Context: an optimization exercise on an open-source flow, tuned for small area, a short achievable clock period and few clock cycles. The choices shown serve that exercise and are no tape-out recipe. The RTL was checked by simulation tests, not by an equivalence proof against the original design. Power and IR drop assume default switching activity.

==> run M: inputs <==
Design CHIP, start of the top module:
module CHIP ( clk,
              rst_n,
              mem_read_D,
              mem_write_D,
              mem_addr_D,
              mem_wdata_D,
              mem_rdata_D,
              mem_ready_D,
              mem_read_I,
              mem_write_I,
              mem_addr_I,
              mem_wdata_I,
              mem_rdata_I,
              mem_ready_I,
              DCACHE_addr,
              DCACHE_wdata,
              DCACHE_wen,
              PC
            );
export LEC_CHECK = 0
export ABC_CLOCK_PERIOD_IN_PS = 5000
export CAP_MARGIN = 20
export CORE_MARGIN = 2
export CORE_UTILIZATION = 60
export CTS_CLUSTER_DIAMETER = 80
export CTS_CLUSTER_SIZE = 24
export SLEW_MARGIN = 20
create_clock -name core_clock -period 20.0 [get_ports {clk}]
standard.sh (not shown) runs the stock make flow with config.mk's settings and CLKGATE_MAP_FILE= SYNTH_SCRIPT=/design/flow/synth_recipe.tcl, a recipe that flattens the netlist after the stock synthesis.
==> flow/flow/run.sh <==
#!/bin/bash
# The standard layout (standard.sh: standard synthesis, floorplan, placement,
# CTS, routing, finish) with two changes:
#  - timing repair aims for a setup margin of 14.2 ns on the 20 ns constraint
#    instead of 0, so that the repair steps after CTS and global routing size
#    and buffer the slowest paths;
#  - the buffers that global placement puts on every input and output port are
#    sky130_fd_sc_hd__buf_4 cells.
# The make output of the whole run goes to standard_finish.log; ORFS keeps
# each step's log under orfs/logs/.
set -euo pipefail
bash standard.sh SETUP_SLACK_MARGIN=14.2 "BUFFER_PORTS_ARGS=-buffer_cell sky130_fd_sc_hd__buf_4" finish > standard_finish.log 2>&1
==> inputs of run D, as changes to run M <==
--- a/flow/design.v
+++ b/flow/design.v
@@ -295,48 +295,41 @@
 input   [127:0] mem_rdata_I;
 input           mem_ready_I;
 output  [29:0]  DCACHE_addr;
 output  [31:0]  DCACHE_wdata;
 output          DCACHE_wen;
 output  [31:0]  PC;
     wire rst = ~rst_n;
     genvar gi, gj;
-    reg  [13:0] pc;             
+    reg  [31:0] pc;
     reg         ifid_v;
-    reg         ifid_pred;      
-    reg  [6:0]  ifid_op;        
-    reg  [4:0]  ifid_rs1;       
-    reg  [4:0]  ifid_rs2;
     reg  [31:0] ifid_win;       
-    reg  [13:0] ifid_pc;
+    reg  [31:0] ifid_pc;
     reg         ex_regwrite, ex_memtoreg, ex_memread, ex_memwrite;
     reg         ex_branch, ex_jump, ex_jalr, ex_alusrc;
     reg  [1:0]  ex_aluop;
     reg  [2:0]  ex_funct3;
     reg         ex_funct7;
-    reg  [31:0] ex_rs1v, ex_rs2v, ex_imm;
-    reg  [13:0] ex_pc;
+    reg  [31:0] ex_rs1v, ex_rs2v, ex_imm, ex_pc;
     reg         ex_c;
     reg  [4:0]  ex_rd;
     reg         ex_fa_mem, ex_fa_wb, ex_fb_mem, ex_fb_wb;
     reg         m_regwrite, m_memtoreg, m_memread, m_memwrite;
     reg  [31:0] m_res, m_rs2v;
-    reg  [13:2] m_addr;         
     reg  [4:0]  m_rd;
     reg         w_regwrite;
     reg  [4:0]  w_rd;
     reg  [31:0] w_data;
     wire        dstall;
     wire [127:0] ic_data [0:7];
     wire [6:0]   ic_tag  [0:7];
     reg  [7:0]   ic_valid;
     reg          ic_busy;
     reg  [9:0]   ic_line;           
-    reg  [7:0]   ic_fsel;           
     reg          ic_rd_q;
     wire [127:0] ic_fill;
     generate
         for (gi = 0; gi < 16; gi = gi + 1) begin : g_icfill
             assign ic_fill[8*gi+7:8*gi] = mem_rdata_I[32*(gi/4) + 24 - 8*(gi%4) +: 8];
         end
     endgenerate
     wire [2:0]   f_idx  = pc[6:4];
@@ -344,85 +337,69 @@
     wire [6:0]   f_tag  = pc[13:7];
     wire [6:0]   f_tagp = f_tag + 7'd1;
     wire [9:0]   f_linep = pc[13:4] + 10'd1;
     wire [7:0]   l_ok;             
     wire [7:0]   l_nok;            
     wire [15:0]  l_nhw [0:7];      
     generate
         for (gi = 0; gi < 8; gi = gi + 1) begin : g_iclk
-            wire vj = ic_valid[(gi+1)%8] & ~ic_fsel[(gi+1)%8];
-            assign l_ok[gi]  = ic_valid[gi] & ~ic_fsel[gi] & (ic_tag[gi] == f_tag);
+            wire vj = ic_valid[(gi+1)%8] & ~(ic_busy & (ic_line[2:0] == (gi+1)%8));
+            assign l_ok[gi]  = ic_valid[gi] & ~(ic_busy & (ic_line[2:0] == gi)) & (ic_tag[gi] == f_tag);
             assign l_nok[gi] = vj & (ic_tag[(gi+1)%8] == ((gi == 7) ? f_tagp : f_tag));
             assign l_nhw[gi] = ic_data[(gi+1)%8][15:0];
         end
     endgenerate
     wire [127:0] f_line = ic_data[f_idx];
     wire [15:0]  f_nhw  = l_nhw[f_idx];
     wire [143:0] f_ext  = {f_nhw, f_line};
     wire [31:0]  f_win  = f_ext[f_off*16 +: 32];
     wire         f_c    = (f_win[1:0] != 2'b11);
     wire         f_hit1 = l_ok[f_idx];
     wire         f_hit2 = l_nok[f_idx];
     wire         f_strad = (f_off == 3'd7) & ~f_c;
     wire         f_hit  = f_hit1 & (~f_strad | f_hit2);
     wire [9:0]   f_mline = f_hit1 ? f_linep : pc[13:4];
-    wire [13:0]  pc_p2 = pc + 14'd2;
-    wire [13:0]  pc_p4 = pc + 14'd4;
-    reg  [1:0]   btb_v;
-    reg  [12:0]  btb_tag [0:1];    
-    reg  [13:0]  btb_tgt [0:1];    
-    wire         f_bi   = pc[2];
-    wire         f_btb  = btb_v[f_bi] & (btb_tag[f_bi] == pc[13:1]);
-    wire [13:0]  f_btgt = btb_tgt[f_bi];
-    wire [31:0]  f_inst;
-    Decompressor Decompressor_IF (
-        .PC_2    (1'b0  ),
-        .inst_raw(f_win ),
-        .inst    (f_inst),
-        .compr   (      )
-    );
+    wire [31:0]  pc_p2 = pc + 32'd2;
+    wire [31:0]  pc_p4 = pc + 32'd4;
+    wire         f_isjal = f_c ? (f_win[1:0] == 2'b01 && f_win[14:13] == 2'b01)
+                               : (f_win[6:0] == 7'b1101111);
+    wire [31:0]  f_jimm  = f_c ? {{21{f_win[12]}}, f_win[8], f_win[10:9], f_win[6], f_win[7], f_win[2], f_win[11], f_win[5:3], 1'b0}
+                               : {{12{f_win[31]}}, f_win[19:12], f_win[20], f_win[30:21], 1'b0};
+    wire [31:0]  pc_jt   = pc + f_jimm;
     wire         f_live;           
-    wire         f_req  = f_live & (~f_hit | (f_hit1 & ~f_hit2 & ~f_btb & (f_off >= 3'd2)));
+    wire         f_req  = f_live & (~f_hit | (f_hit1 & ~f_hit2 & ~f_isjal & (f_off >= 3'd2)));
     always @(posedge clk) begin
         if (rst) begin
             ic_busy  <= 1'b0;
             ic_rd_q  <= 1'b0;
             ic_valid <= 8'd0;
         end else if (!ic_busy) begin
             if (f_req) begin
                 ic_busy <= 1'b1;
                 ic_rd_q <= 1'b1;
             end
         end else if (mem_ready_I) begin
             ic_busy <= 1'b0;
             ic_rd_q <= 1'b0;
-            ic_valid <= ic_valid | ic_fsel;
+            ic_valid[ic_line[2:0]] <= 1'b1;
         end
     end
     always @(posedge clk) begin
         if (!ic_busy && f_req)
             ic_line <= f_mline;
     end
-    always @(posedge clk) begin
-        if (rst)
-            ic_fsel <= 8'd0;
-        else if (!ic_busy && f_req)
-            ic_fsel <= 8'd1 << f_mline[2:0];
-        else if (ic_busy && mem_ready_I)
-            ic_fsel <= 8'd0;
-    end
     generate
         for (gi = 0; gi < 8; gi = gi + 1) begin : g_icline
             reg [127:0] d;
             reg [6:0]   t;
             always @(posedge clk) begin
-                if (ic_fsel[gi] && mem_ready_I)
+                if (ic_busy && mem_ready_I && ic_line[2:0] == gi)
                     t <= ic_line[9:3];
-                if (ic_fsel[gi])
+                if (ic_busy && ic_line[2:0] == gi)
                     d <= ic_fill;
             end
             assign ic_data[gi] = d;
             assign ic_tag[gi]  = t;
         end
     endgenerate
     assign mem_read_I  = ic_rd_q;
     assign mem_write_I = 1'b0;
@@ -434,35 +411,35 @@
         .inst_raw(ifid_win),
         .inst    (id_inst ),
         .compr   (        )
     );
     wire        id_c = (ifid_win[1:0] != 2'b11);
     wire        c_jalr, c_jal, c_branch, c_memread, c_memtoreg, c_memwrite, c_alusrc, c_regwrite;
     wire [1:0]  c_aluop;
     Control Control (
-        .Op_i      (ifid_op     ),
+        .Op_i      (id_inst[6:0]),
         .NoOp_i    (1'b0        ),
         .jalr_o    (c_jalr      ),
         .jal_o     (c_jal       ),
         .RegWrite_o(c_regwrite  ),
         .MemtoReg_o(c_memtoreg  ),
         .MemRead_o (c_memread   ),
         .MemWrite_o(c_memwrite  ),
         .ALUOp_o   (c_aluop     ),
         .ALUSrc_o  (c_alusrc    ),
         .branch_o  (c_branch    )
     );
     wire [31:0] id_imm;
     Imm_Gen Imm_Gen (
         .instruction_i(id_inst),
         .imm_o        (id_imm )
     );
-    wire [4:0]  id_rs1 = ifid_rs1;
-    wire [4:0]  id_rs2 = ifid_rs2;
+    wire [4:0]  id_rs1 = id_inst[19:15];
+    wire [4:0]  id_rs2 = id_inst[24:20];
     wire [4:0]  id_rd  = id_inst[11:7];
     wire [31:0] rf [0:31];
     wire [31:0] rf_wd = rst ? 32'd0 : w_data;
     assign rf[0] = 32'd0;
     generate
         for (gi = 1; gi < 32; gi = gi + 1) begin : g_rf
             reg [31:0] r;
             always @(posedge clk)
@@ -472,79 +449,53 @@
         end
     endgenerate
     wire [31:0] rf_r1 = rf[id_rs1];
     wire [31:0] rf_r2 = rf[id_rs2];
     wire [31:0] id_rs1v = (w_regwrite && w_rd == id_rs1 && id_rs1 != 5'd0) ? w_data : rf_r1;
     wire [31:0] id_rs2v = (w_regwrite && w_rd == id_rs2 && id_rs2 != 5'd0) ? w_data : rf_r2;
     wire        ld_stall  = ifid_v & ex_memread & (ex_rd == id_rs1 | ex_rd == id_rs2);
     wire        id_jalr   = ifid_v & c_jalr;
-    wire        id_jal    = ifid_v & c_jal & ~ifid_pred & ~ld_stall;
-    wire [31:0] id_cjimm  = {{21{ifid_win[12]}}, ifid_win[8], ifid_win[10:9], ifid_win[6], ifid_win[7], ifid_win[2], ifid_win[11], ifid_win[5:3], 1'b0};
-    wire [31:0] id_jjimm  = {{12{ifid_win[31]}}, ifid_win[19:12], ifid_win[20], ifid_win[30:21], 1'b0};
-    wire [13:0] id_cjt    = ifid_pc + id_cjimm[13:0];
-    wire [13:0] id_jjt    = ifid_pc + id_jjimm[13:0];
-    wire [13:0] id_jt     = id_c ? id_cjt : id_jjt;
     wire [31:0] ex_alu;
     wire        ex_taken;
     wire        ex_redirect = ex_taken | ex_jalr;
-    wire [13:0] ex_jt       = ex_a[13:0] + ex_imm[13:0];
-    wire [13:0] ex_bt       = ex_pc + ex_imm[13:0];
-    wire [13:0] ex_link     = ex_pc + (ex_c ? 14'd2 : 14'd4);
-    wire [13:0] ex_target   = ex_jalr ? ex_jt : ex_bt;
-    assign f_live = ~id_jal & ~id_jalr;
+    wire [31:0] ex_jt       = ex_a + ex_imm;
+    wire [31:0] ex_bt       = ex_pc + ex_imm;
+    wire [31:0] ex_link     = ex_pc + (ex_c ? 32'd2 : 32'd4);
+    wire [31:0] ex_target   = ex_jalr ? ex_jt : ex_bt;
+    assign f_live = ~id_jalr;
     wire id_fa_mem = ex_regwrite & (ex_rd != 5'd0) & (ex_rd == id_rs1);
     wire id_fb_mem = ex_regwrite & (ex_rd != 5'd0) & (ex_rd == id_rs2);
     wire id_fa_wb  = m_regwrite  & (m_rd  != 5'd0) & (m_rd  == id_rs1);
     wire id_fb_wb  = m_regwrite  & (m_rd  != 5'd0) & (m_rd  == id_rs2);
     always @(posedge clk) begin
         if (rst) begin
-            pc     <= 14'd0;
+            pc     <= 32'd0;
             ifid_v <= 1'b0;
         end else if (!dstall) begin
             if (ex_redirect) begin
                 pc     <= ex_target;
                 ifid_v <= 1'b0;
             end else if (ld_stall) begin
-            end else if (id_jal) begin
-                pc     <= id_jt;
-                ifid_v <= 1'b0;
             end else if (id_jalr) begin
                 ifid_v <= 1'b0;
             end else begin
                 ifid_v <= f_hit;
                 if (f_hit)
-                    pc <= f_btb ? f_btgt : (f_c ? pc_p2 : pc_p4);
+                    pc <= f_isjal ? pc_jt : (f_c ? pc_p2 : pc_p4);
             end
         end
     end
     always @(posedge clk) begin
-        if (!dstall && !ex_redirect && !ld_stall) begin
-            ifid_win  <= f_win;
-            ifid_pred <= f_btb;
-            ifid_op   <= f_inst[6:0];
-            ifid_rs1  <= f_inst[19:15];
-            ifid_rs2  <= f_inst[24:20];
-        end
-    end
-    always @(posedge clk) begin
-        if (rst)
-            btb_v <= 2'd0;
-        else if (!dstall && !ex_redirect && id_jal)
-            btb_v[ifid_pc[2]] <= 1'b1;
-    end
-    always @(posedge clk) begin
-        if (!dstall && !ex_redirect && id_jal) begin
-            btb_tag[ifid_pc[2]] <= ifid_pc[13:1];
-            btb_tgt[ifid_pc[2]] <= id_jt;
-        end
+        if (!dstall && !ex_redirect && !ld_stall)
+            ifid_win <= f_win;
     end
     always @(posedge clk) begin
         if (rst)
-            ifid_pc <= 14'd0;
+            ifid_pc <= 32'd0;
         else if (!dstall && !ex_redirect && !ld_stall)
             ifid_pc <= pc;
     end
     wire id_go = ifid_v & ~ld_stall & ~ex_redirect;
     always @(posedge clk) begin
         if (rst) begin
             ex_regwrite <= 1'b0; ex_memtoreg <= 1'b0; ex_memread <= 1'b0; ex_memwrite <= 1'b0;
             ex_branch   <= 1'b0; ex_jump     <= 1'b0; ex_jalr    <= 1'b0;
@@ -602,34 +553,33 @@
             m_regwrite <= ex_regwrite;
             m_memtoreg <= ex_memtoreg;
             m_memread  <= ex_memread;
             m_memwrite <= ex_memwrite;
         end
     end
     always @(posedge clk) begin
         if (!dstall) begin
-            m_res  <= ex_jump ? {18'd0, ex_link} : ex_alu;
-            m_addr <= ex_alu[13:2];
+            m_res  <= ex_jump ? ex_link : ex_alu;
             m_rs2v <= ex_bf;
             m_rd   <= ex_rd;
         end
     end
     reg  [3:0]   dc_valid, dc_dirty;
     reg  [1:0]   dc_lru;             
     reg          dc_vw;              
     reg          dc_rd_q, dc_wr_q;   
     reg          dc_wbp;             
     reg  [9:0]   dc_maddr, dc_wbaddr;
     reg  [127:0] dc_wdata_q;
     wire [127:0] dc_data [0:3];      
     wire [8:0]   dc_tag  [0:3];
-    wire         d_set  = m_addr[4];
-    wire [8:0]   d_tag  = m_addr[13:5];
-    wire [1:0]   d_word = m_addr[3:2];
+    wire         d_set  = m_res[4];
+    wire [8:0]   d_tag  = m_res[13:5];
+    wire [1:0]   d_word = m_res[3:2];
     wire         d_h0   = dc_valid[{d_set,1'b0}] & (dc_tag[{d_set,1'b0}] == d_tag);
     wire         d_h1   = dc_valid[{d_set,1'b1}] & (dc_tag[{d_set,1'b1}] == d_tag);
     wire         d_hit  = d_h0 | d_h1;
     wire         d_acc  = m_memread | m_memwrite;
     assign       dstall = d_acc & ~d_hit;
     wire         d_lw    = dc_lru[d_set];
     wire [1:0]   d_vi    = {d_set, d_lw};           
     wire [1:0]   d_fi    = {d_set, dc_vw};          
@@ -674,17 +624,17 @@
                 if (m_memwrite)
                     dc_dirty[{d_set, d_h1}] <= 1'b1;
             end
         end
     end
     always @(posedge clk) begin
         if (d_start) begin
             dc_vw      <= d_lw;
-            dc_maddr   <= m_addr[13:4];
+            dc_maddr   <= m_res[13:4];
             dc_wbaddr  <= {dc_tag[d_vi], d_set};
             dc_wdata_q <= dc_data[d_vi];
         end else if (d_rdone) begin
             dc_maddr   <= dc_wbaddr;
         end
     end
     generate
         for (gi = 0; gi < 4; gi = gi + 1) begin : g_dcline
@@ -721,10 +671,10 @@
         end
     end
     always @(posedge clk) begin
         if (!dstall) begin
             w_rd   <= m_rd;
             w_data <= m_memtoreg ? d_load : m_res;
         end
     end
-    assign PC = {18'd0, ifid_pc};
+    assign PC = ifid_pc;
 endmodule
==> flow/config.mk (replaced) <==
export PLATFORM = sky130hd
export DESIGN_NAME = CHIP
export DESIGN_NICKNAME = CHIP
export VERILOG_FILES = /design/flow/design.v
export SDC_FILE = /design/flow/constraint.sdc
export NUM_CORES = 4
export LEC_CHECK = 0
export ABC_CLOCK_PERIOD_IN_PS = 5000
export CAP_MARGIN = 20
export CORE_MARGIN = 2
export CORE_UTILIZATION = 55
export SLEW_MARGIN = 20
==> summary of the runs <==
In run D the clock skew is higher than in run M, by 0.0090 ns. In run D the synthesized cell count is larger than in run M, by 2.6%. Worst setup slack: run D is worse than run M (0.28 ns). Against run M, the critical path depth of run D is higher by 24. First-iteration DRC count: run D is smaller than run M (4.8%). Against run D, the global-route usage of run M is higher by 1.8 points. In run M the clock power is lower than in run D, by about 36%. In run D the flip-flop and latch count is lower than in run M, by 41.
Testbench counts of run M, summed over its fixed seeds: cycles 1,310,546.
Testbench counts of run D, summed over its fixed seeds: cycles 1,295,347.

[static timing again, ports no longer ideal]
How much do the figures lean on ideal ports? The routed layouts below were timed once more, with nothing changed but the port constraints.
Step 1, drivers: a clkbuf_16 drives clk and a buf_2 each remaining input, both assumed.
Step 2 moves the port delays by t, midway between the first and last clock arrival at a register: inputs arrive t later, outputs are due t later. That takes back most of the time a late clock gives input paths.
Slacks: ideal ports / drivers / drivers and shift; pairs: ideal ports / drivers.
| run | t, ns | setup WS [ns] | hold WS [ns] | worst setup path after step 2 |
|---|---|---|---|---|
| run M | 0.986 | 14.198 / 14.090 / 13.290 | 0.476 / 0.476 / 0.476 | input to register |
| run D | 1.035 | 13.918 / 13.918 / 13.247 | 0.457 / 0.457 / 0.457 | input to register |
After both steps setup and hold are still met in every run listed. The setup slack of run M, which loses most, moves by -0.108 ns with the drivers and by -0.908 ns with both steps.
